This is an optimization exercise on Yosys and OpenROAD, whose aim is small area and a short achievable clock period, not a production implementation. RTL that was checked went through simulation tests only; none was proved equivalent to the original. Power figures rest on the tool's default switching activity, not on a simulated workload.

==> fjord <==
==> flow/design.v (excerpt) <==
module ula(
    input clk14,			 
	 input reset,			 
    input [15:0] a,		 
    input [7:0] din,		 
	 output [7:0] dout,	 
    input mreq_n,			 
    input iorq_n,			 
    input rd_n,			 
    input wr_n,			 
	 input rfsh_n,			 
	 output clkcpu,		 
	 output msk_int_n,	 
    output [13:0] va,	  
	 input [7:0] vramdout, 
	 output [7:0] vramdin, 
    output vramoe,		 
    output vramcs,		  
    output vramwe,		 
    input ear,				   
    output mic,			    
    output spk,            
	 output [7:0] kbrows,    
    input [4:0] kbcolumns,	 
    output r,				
    output g,				 
    output b,				 
    output i,				 
	 output [7:0] rgbulaplus,	 
	 output ulaplus_enabled,	 
    output csync,			
    output hsync,
    output vsync
    );
Settings: LEC_CHECK=0, CAP_MARGIN=20, CORE_MARGIN=2, CORE_UTILIZATION=40, PLACE_DENSITY=0.6, SETUP_SLACK_MARGIN=4.7, SLEW_MARGIN=20, SYNTH_HIERARCHICAL=1, SYNTH_MINIMUM_KEEP_SIZE=0, TNS_END_PERCENT=100; clock period 10.0 ns.
standard.sh (not shown) runs the stock make flow with config.mk's settings and CLKGATE_MAP_FILE= SYNTH_SCRIPT=/design/flow/synth_recipe.tcl, a recipe that flattens the netlist after the stock synthesis.
==> flow/flow/run.sh <==
#!/bin/bash
# Layout flow: the standard flow (standard.sh, ORFS) with three changes
# made through ORFS's own variables:
#  - ports are buffered with sky130_fd_sc_hd__buf_1 rather than the delay
#    buffer buffer_ports picks by default;
#  - clock tree synthesis uses clkbuf_8 sink clusters and no dummy loads;
#  - everything else as in the standard flow (synthesis unchanged).
# Each step's full output goes to a log file in this folder.
set -euo pipefail
export BUFFER_PORTS_ARGS="-buffer_cell sky130_fd_sc_hd__buf_1"
export CTS_ARGS="-sink_clustering_enable -repair_clock_nets -dont_use_dummy_load -buf_list sky130_fd_sc_hd__clkbuf_8 -sink_clustering_size 16 -sink_clustering_max_diameter 50"
bash standard.sh synth > synth.log 2>&1
bash standard.sh floorplan > floorplan.log 2>&1
bash standard.sh place > place.log 2>&1
bash standard.sh cts > cts.log 2>&1
bash standard.sh route > route.log 2>&1
bash standard.sh finish > finish.log 2>&1
==> lagoon: changes against fjord <==
--- a/flow/design.v
+++ b/flow/design.v
@@ -259,32 +259,20 @@
 	assign vramcs = ulaslot | (!cpublock & !a[15] & a[14] & !mreq_n);
 	assign vramoe = ulaslot ? !hc[0] : (!cpublock & !rd_n);
 	assign vramwe = !ulaslot & !cpublock & !wr_n;
 	wire fetchslot = Border_n && hc[3] && hc[1];
 	wire palettewe = dataportsel && !wr_n && (ULAPlusAddrReg[7:6]==2'b00) && !fetchslot;
-	reg fetchslot_next;
-	reg [5:0] paletteaddr_reg;
-	wire fetchslot_next2 = Border_n && hc[3] && (hc[1] ^ hc[0]);
-	wire [7:0] AttrReg_next = AttrLatch_fall ? vramdout : AttrReg;
-	wire [5:0] fetchaddr_next2 = hc[0] ? { AttrReg_next[7:6],1'b1,AttrReg_next[5:3] } : { AttrReg_next[7:6],1'b0,AttrReg_next[2:0] };
-	always @(posedge clk14) begin
-		if (reset) begin
-			fetchslot_next <= 0;
-			paletteaddr_reg <= 0;
-		end
-		else begin
-			fetchslot_next <= fetchslot_next2;
-			paletteaddr_reg <= fetchslot_next2 ? fetchaddr_next2 :
-			                   (clk7_rise && addrportsel && !wr_n) ? din[5:0] : ULAPlusAddrReg[5:0];
-		end
-	end
+	wire fetchslot_next = (clk7 ? fetchslot : (Border_n && hc[3] && (hc[1] ^ hc[0])));
+	wire ink_next = hc[0] ^ !clk7;
+	wire [5:0] fetchaddr_next = ink_next ? { AttrReg[7:6],1'b0,AttrReg[2:0] } : { AttrReg[7:6],1'b1,AttrReg[5:3] };
 	wire addrreg_wr = clk7_rise && addrportsel && !wr_n;
 	wire next_from_din = addrreg_wr && !fetchslot_next;
-	wire [5:0] ra = next_from_din ? din[5:0] : paletteaddr_reg;
-	wire [7:0] ra_hi = 8'b1 << ra[5:3];
-	wire [7:0] ra_lo = 8'b1 << ra[2:0];
-	wire palette_bypass = palettewe && ((reset ? 6'd0 : paletteaddr_reg) == ULAPlusAddrReg[5:0]);
+	wire [5:0] paletteaddr_reg = fetchslot_next ? fetchaddr_next : ULAPlusAddrReg[5:0];
+	wire [7:0] ra_hi = next_from_din ? (8'b1 << din[5:3]) : (8'b1 << paletteaddr_reg[5:3]);
+	wire [7:0] ra_lo = next_from_din ? (8'b1 << din[2:0]) : (8'b1 << paletteaddr_reg[2:0]);
+	wire palette_bypass = palettewe && (reset ? (ULAPlusAddrReg[5:0] == 6'd0) :
+	                                    (!fetchslot_next || fetchaddr_next == ULAPlusAddrReg[5:0]));
 	wire [7:0] paletteread;
 	wire [7:0] paletteborder;
 	wire [7:0] palettefirst;	 
 	reg [7:0] palettedout;
 	always @(posedge clk14)
@@ -390,16 +378,24 @@
 		end
 	end
 	wire [7:0] idle_dout = Border_n ? AttrReg : 8'hFF;	 
 	wire [7:0] data_dout = (ULAPlusAddrReg[7:6]==2'b01) ? {7'b0000000, ULAPlusConfig} :
 	                       (ULAPlusAddrReg[7:6]==2'b00) ? palettedout : idle_dout;
-	ula_dout cpu_dout (
-		.a(a), .mreq_n(mreq_n), .iorq_n(iorq_n), .rd_n(rd_n),
-		.vramdout(vramdout), .ear(ear), .kbcolumns(kbcolumns),
-		.timex(TimexHiColorMode), .addrreg(ULAPlusAddrReg), .data_dout(data_dout), .idle_dout(idle_dout),
-		.dout(dout)
-		);
+	wire s_vram = !a[15] && a[14] && !mreq_n && !rd_n;	 
+	wire io_rd = !iorq_n && !rd_n;
+	wire s_kb = io_rd && !a[0] && !s_vram;	 
+	wire s_tmx = io_rd && (a[7:0]==8'hFF) && !s_vram;	 
+	wire s_ulap = io_rd && a[0] && !a[2] && (a[7:6]==2'b00) && a[15];	 
+	wire s_addr = s_ulap && !a[14];
+	wire s_data = s_ulap && a[14];
+	wire s_idle = !s_vram && !(io_rd && (!a[0] || (&a[7:1]) || (!a[2] && a[7:6]==2'b00 && a[15])));
+	assign dout = ({8{s_vram}} & vramdout) |
+	              ({8{s_kb}} & {1'b1,ear,1'b1,kbcolumns}) |
+	              ({8{s_tmx}} & {6'b000000,TimexHiColorMode,1'b0}) |
+	              ({8{s_addr}} & ULAPlusAddrReg) |
+	              ({8{s_data}} & data_dout) |
+	              ({8{s_idle}} & idle_dout);
 	assign vramdin = din;		 
 	assign kbrows = {a[11], a[10], a[9], a[12], a[13], a[8], a[14], a[15]};
 	reg rMic;
 	reg rSpk;
 	assign mic = rMic;
@@ -417,27 +413,5 @@
 			else if (!iorq_n & !a[0] & !wr_n)
 				{rSpk,rMic,BorderColor} <= din[4:0];
 		end
 	end
 endmodule
-module ula_dout(
-	input [15:0] a,
-	input mreq_n,
-	input iorq_n,
-	input rd_n,
-	input [7:0] vramdout,
-	input ear,
-	input [4:0] kbcolumns,
-	input timex,
-	input [7:0] addrreg,
-	input [7:0] data_dout,
-	input [7:0] idle_dout,
-	output [7:0] dout
-	);
-	wire s_vram = !a[15] && a[14] && !mreq_n && !rd_n;	 
-	wire [7:0] ulap_dout = a[14] ? data_dout : addrreg;	 
-	wire [7:0] io1_dout = (a[7:1]==7'h7F) ? {6'b000000,timex,1'b0} :	 
-	                      (!a[2] && a[7:6]==2'b00 && a[15]) ? ulap_dout : idle_dout;	 
-	wire [7:0] io_dout = a[0] ? io1_dout : {1'b1,ear,1'b1,kbcolumns};	 
-	wire [7:0] cpu_dout = (!iorq_n && !rd_n) ? io_dout : idle_dout;
-	assign dout = s_vram ? vramdout : cpu_dout;
-endmodule
==> flow/flow/run.sh (replaced) <==
#!/bin/bash
# Layout flow: the standard flow (standard.sh, ORFS) with three changes
# made through ORFS's own variables:
#  - ports are buffered with sky130_fd_sc_hd__buf_1 rather than the delay
#    buffer buffer_ports picks by default;
#  - clock tree synthesis uses clkbuf_16 sink clusters and no dummy loads;
#  - everything else as in the standard flow (synthesis unchanged).
# Each step's full output goes to a log file in this folder.
set -euo pipefail
export BUFFER_PORTS_ARGS="-buffer_cell sky130_fd_sc_hd__buf_1"
export CTS_ARGS="-sink_clustering_enable -repair_clock_nets -dont_use_dummy_load -buf_list sky130_fd_sc_hd__clkbuf_16 -sink_clustering_size 24 -sink_clustering_max_diameter 70"
bash standard.sh synth > synth.log 2>&1
bash standard.sh floorplan > floorplan.log 2>&1
bash standard.sh place > place.log 2>&1
bash standard.sh cts > cts.log 2>&1
bash standard.sh route > route.log 2>&1
bash standard.sh finish > finish.log 2>&1
- SETUP_SLACK_MARGIN: 4.7 -> 4.6
- SYNTH_HIERARCHICAL: 1 -> not set
- SYNTH_MINIMUM_KEEP_SIZE: 0 -> not set
- TNS_END_PERCENT: 100 -> 10
==> harbor: changes against fjord <==
--- a/flow/design.v
+++ b/flow/design.v
@@ -6,12 +6,11 @@
     input we,
     input [7:0] ra_hi,	 
     input [7:0] ra_lo,	 
     output [7:0] douta,
     input [2:0] rb,
-    output [7:0] doutb,
-    output [7:0] dout0	 
+    output [7:0] doutb
     );
 	reg [7:0] mem[0:63];
 	always @(posedge clk) if (we) mem[wa] <= din;
 	wire [7:0] lb = 8'b1 << rb;
 	reg [7:0] a, b;
@@ -24,11 +23,10 @@
 		for (k = 0; k < 8; k = k + 1)
 			b = b | (mem[8+k] & {8{lb[k]}});
 	end
 	assign douta = a;
 	assign doutb = b;
-	assign dout0 = mem[0];
 endmodule
 `timescale 1ns / 1ps
 module ula(
     input clk14,			 
 	 input reset,			 
@@ -259,49 +257,37 @@
 	assign vramcs = ulaslot | (!cpublock & !a[15] & a[14] & !mreq_n);
 	assign vramoe = ulaslot ? !hc[0] : (!cpublock & !rd_n);
 	assign vramwe = !ulaslot & !cpublock & !wr_n;
 	wire fetchslot = Border_n && hc[3] && hc[1];
 	wire palettewe = dataportsel && !wr_n && (ULAPlusAddrReg[7:6]==2'b00) && !fetchslot;
-	reg fetchslot_next;
-	reg [5:0] paletteaddr_reg;
-	wire fetchslot_next2 = Border_n && hc[3] && (hc[1] ^ hc[0]);
-	wire [7:0] AttrReg_next = AttrLatch_fall ? vramdout : AttrReg;
-	wire [5:0] fetchaddr_next2 = hc[0] ? { AttrReg_next[7:6],1'b1,AttrReg_next[5:3] } : { AttrReg_next[7:6],1'b0,AttrReg_next[2:0] };
-	always @(posedge clk14) begin
-		if (reset) begin
-			fetchslot_next <= 0;
-			paletteaddr_reg <= 0;
-		end
-		else begin
-			fetchslot_next <= fetchslot_next2;
-			paletteaddr_reg <= fetchslot_next2 ? fetchaddr_next2 :
-			                   (clk7_rise && addrportsel && !wr_n) ? din[5:0] : ULAPlusAddrReg[5:0];
-		end
-	end
+	wire Border_n_load = !((vc[7] & vc[6]) | vc[8] | hc[8]);
+	wire fetchslot_next = !reset && (clk7 ? (Border_n_load && hc[3] && hc[1]) :
+	                                        (Border_n && hc[3] && (hc[1] ^ hc[0])));
+	wire ink_next = hc[0] ^ !clk7;
+	wire [5:0] fetchaddr_next = ink_next ? { AttrReg[7:6],1'b0,AttrReg[2:0] } : { AttrReg[7:6],1'b1,AttrReg[5:3] };
 	wire addrreg_wr = clk7_rise && addrportsel && !wr_n;
-	wire next_from_din = addrreg_wr && !fetchslot_next;
-	wire [5:0] ra = next_from_din ? din[5:0] : paletteaddr_reg;
-	wire [7:0] ra_hi = 8'b1 << ra[5:3];
-	wire [7:0] ra_lo = 8'b1 << ra[2:0];
-	wire palette_bypass = palettewe && ((reset ? 6'd0 : paletteaddr_reg) == ULAPlusAddrReg[5:0]);
+	wire next_from_din = addrreg_wr && !fetchslot_next && !reset;
+	wire [5:0] paletteaddr_reg = reset ? 6'd0 : fetchslot_next ? fetchaddr_next : ULAPlusAddrReg[5:0];
+	wire [7:0] ra_hi = next_from_din ? (8'b1 << din[5:3]) : (8'b1 << paletteaddr_reg[5:3]);
+	wire [7:0] ra_lo = next_from_din ? (8'b1 << din[2:0]) : (8'b1 << paletteaddr_reg[2:0]);
+	wire palette_bypass = palettewe && (reset ? (ULAPlusAddrReg[5:0] == 6'd0) :
+	                                    (!fetchslot_next || fetchaddr_next == ULAPlusAddrReg[5:0]));
 	wire [7:0] paletteread;
 	wire [7:0] paletteborder;
-	wire [7:0] palettefirst;	 
 	reg [7:0] palettedout;
 	always @(posedge clk14)
-		palettedout <= palette_bypass ? din : reset ? palettefirst : paletteread;
+		palettedout <= palette_bypass ? din : paletteread;
 	ram64bytes palette (
 		.clk(clk14),
 		.wa(ULAPlusAddrReg[5:0]),
 		.din(din),
 		.we(palettewe),
 		.ra_hi(ra_hi),
 		.ra_lo(ra_lo),
 		.douta(paletteread),
 		.rb(BorderColor),
-		.doutb(paletteborder),
-		.dout0(palettefirst)
+		.doutb(paletteborder)
 		);
 	reg [7:0] ULAPlusPaper;
 	reg [7:0] ULAPlusInk;
 	reg [7:0] ULAPlusBorder;
 	wire ULAPlusPixel = SRegister[7];
@@ -390,16 +376,24 @@
 		end
 	end
 	wire [7:0] idle_dout = Border_n ? AttrReg : 8'hFF;	 
 	wire [7:0] data_dout = (ULAPlusAddrReg[7:6]==2'b01) ? {7'b0000000, ULAPlusConfig} :
 	                       (ULAPlusAddrReg[7:6]==2'b00) ? palettedout : idle_dout;
-	ula_dout cpu_dout (
-		.a(a), .mreq_n(mreq_n), .iorq_n(iorq_n), .rd_n(rd_n),
-		.vramdout(vramdout), .ear(ear), .kbcolumns(kbcolumns),
-		.timex(TimexHiColorMode), .addrreg(ULAPlusAddrReg), .data_dout(data_dout), .idle_dout(idle_dout),
-		.dout(dout)
-		);
+	wire s_vram = !a[15] && a[14] && !mreq_n && !rd_n;	 
+	wire io_rd = !iorq_n && !rd_n;
+	wire s_kb = io_rd && !a[0] && !s_vram;	 
+	wire s_tmx = io_rd && (a[7:0]==8'hFF) && !s_vram;	 
+	wire s_ulap = io_rd && a[0] && !a[2] && (a[7:6]==2'b00) && a[15];	 
+	wire s_addr = s_ulap && !a[14];
+	wire s_data = s_ulap && a[14];
+	wire s_idle = !s_vram && !(io_rd && (!a[0] || (&a[7:1]) || (!a[2] && a[7:6]==2'b00 && a[15])));
+	assign dout = ({8{s_vram}} & vramdout) |
+	              ({8{s_kb}} & {1'b1,ear,1'b1,kbcolumns}) |
+	              ({8{s_tmx}} & {6'b000000,TimexHiColorMode,1'b0}) |
+	              ({8{s_addr}} & ULAPlusAddrReg) |
+	              ({8{s_data}} & data_dout) |
+	              ({8{s_idle}} & idle_dout);
 	assign vramdin = din;		 
 	assign kbrows = {a[11], a[10], a[9], a[12], a[13], a[8], a[14], a[15]};
 	reg rMic;
 	reg rSpk;
 	assign mic = rMic;
@@ -417,27 +411,5 @@
 			else if (!iorq_n & !a[0] & !wr_n)
 				{rSpk,rMic,BorderColor} <= din[4:0];
 		end
 	end
 endmodule
-module ula_dout(
-	input [15:0] a,
-	input mreq_n,
-	input iorq_n,
-	input rd_n,
-	input [7:0] vramdout,
-	input ear,
-	input [4:0] kbcolumns,
-	input timex,
-	input [7:0] addrreg,
-	input [7:0] data_dout,
-	input [7:0] idle_dout,
-	output [7:0] dout
-	);
-	wire s_vram = !a[15] && a[14] && !mreq_n && !rd_n;	 
-	wire [7:0] ulap_dout = a[14] ? data_dout : addrreg;	 
-	wire [7:0] io1_dout = (a[7:1]==7'h7F) ? {6'b000000,timex,1'b0} :	 
-	                      (!a[2] && a[7:6]==2'b00 && a[15]) ? ulap_dout : idle_dout;	 
-	wire [7:0] io_dout = a[0] ? io1_dout : {1'b1,ear,1'b1,kbcolumns};	 
-	wire [7:0] cpu_dout = (!iorq_n && !rd_n) ? io_dout : idle_dout;
-	assign dout = s_vram ? vramdout : cpu_dout;
-endmodule
==> flow/flow/run.sh (replaced) <==
#!/bin/bash
# Layout flow: the standard flow (standard.sh, ORFS) with three changes
# made through ORFS's own variables:
#  - ports are buffered with sky130_fd_sc_hd__buf_1 rather than the delay
#    buffer buffer_ports picks by default;
#  - clock tree synthesis uses clkbuf_16 sink clusters and no dummy loads;
#  - everything else as in the standard flow (synthesis unchanged).
# Each step's full output goes to a log file in this folder.
set -euo pipefail
export BUFFER_PORTS_ARGS="-buffer_cell sky130_fd_sc_hd__buf_1"
export CTS_ARGS="-sink_clustering_enable -repair_clock_nets -dont_use_dummy_load -buf_list sky130_fd_sc_hd__clkbuf_16 -sink_clustering_size 24 -sink_clustering_max_diameter 70"
bash standard.sh synth > synth.log 2>&1
bash standard.sh floorplan > floorplan.log 2>&1
bash standard.sh place > place.log 2>&1
bash standard.sh cts > cts.log 2>&1
bash standard.sh route > route.log 2>&1
bash standard.sh finish > finish.log 2>&1
- CORE_UTILIZATION: 40 -> 65
- PLACE_DENSITY: 0.6 -> 0.75
- SETUP_SLACK_MARGIN: 4.7 -> 4.6
- SYNTH_HIERARCHICAL: 1 -> not set
- SYNTH_MINIMUM_KEEP_SIZE: 0 -> not set
- TNS_END_PERCENT: 100 -> 10
==> qor summary <==
metric                                                                        lagoon                      fjord                      harbor
End-of-flow core utilization                                                   45.4%                      44.2%                       70.8%
Top sig layer                                                                   met4                       met4                        met5
Slew of the pin with the lowest slew margin                                  1280 ps                    1120 ps                     1270 ps
Power dissipated in combinational cells                                       189 µW                     173 µW                      166 µW
Detailed Route WL                                                          110000 µm                   76600 µm                    91200 µm
Detailed-route wire length on metal 1                                       41400 µm                   32000 µm                    31700 µm
Setup slack, reg-to-reg                                                      4520 ps                    5880 ps                     4710 ps
Clock network power                                                          1620 µW                    1490 µW                     1510 µW
Internal power                                                               3660 µW                    3590 µW                     3600 µW
Tap Count                                                                        873                        873                         539
Clock tree sinks                                                                 642                        649                         642
Psw                                                                          1040 µW                     995 µW                      962 µW
Routed wl met3                                                              13500 µm                    6530 µm                    12900 µm
Shortest clock period the worst path allows after layout                     5620 ps                    5320 ps                     5860 ps
Total Power Consumption                                                      4700 µW                    4590 µW                     4560 µW
Clock tree root buffer cell                               sky130_fd_sc_hd__clkbuf_16  sky130_fd_sc_hd__clkbuf_8  sky130_fd_sc_hd__clkbuf_16
Synth Cell Area                                                            27000 µm²                  27000 µm²                   27600 µm²
DR iter-0 viols                                                                 3311                       2211                        3941
Outcome                                                      complete, no violations    complete, no violations     complete, no violations
Met2 Track Usage GR                                                            47.1%                      34.0%                       62.3%
Post-CTS setup-driven buffer insertion count                                       6                         10                           5
Critical path required time                                                 10460 ps                    8000 ps                     8000 ps
Chip width                                                                    264 µm                     264 µm                      210 µm
Period Utilization, post-route                                                 56.2%                      53.2%                       58.6%
Only the layout flow was run in lagoon and harbor; the RTL was not checked for function there.

## static timing again, ports no longer ideal
How much do the figures lean on ideal ports? The routed layouts below were timed once more, with nothing changed but the port constraints.
Step 1 assumes that a clkbuf_16 drives the clock port and a buf_2 every other input.
Step 2 moves the port delays by t, midway between the first and last clock arrival at a register: inputs arrive t later, outputs are due t later. That takes back most of the time a late clock gives input paths.
a / b / c = ideal ports / drivers / drivers and shift; a / b = the first two.
| run | t (ns) | slack for setup (ns) | hold WS [ns] | worst setup path after step 2 |
|---|---|---|---|---|
| fjord | 0.714 | 4.681 / 4.652 / 4.055 | 0.466 / 0.466 / 0.466 | input to register |
| lagoon | 0.646 | 4.375 / 4.393 / 3.747 | 0.459 / 0.459 / 0.459 | input to register |
| harbor | 0.648 | 4.143 / 4.088 / 3.548 | 0.460 / 0.460 / 0.460 | input to register |
After both steps setup and hold are still met in every run listed. For lagoon, which loses most, drivers alone change the setup slack by +0.018 ns; drivers and shift together by -0.628 ns.
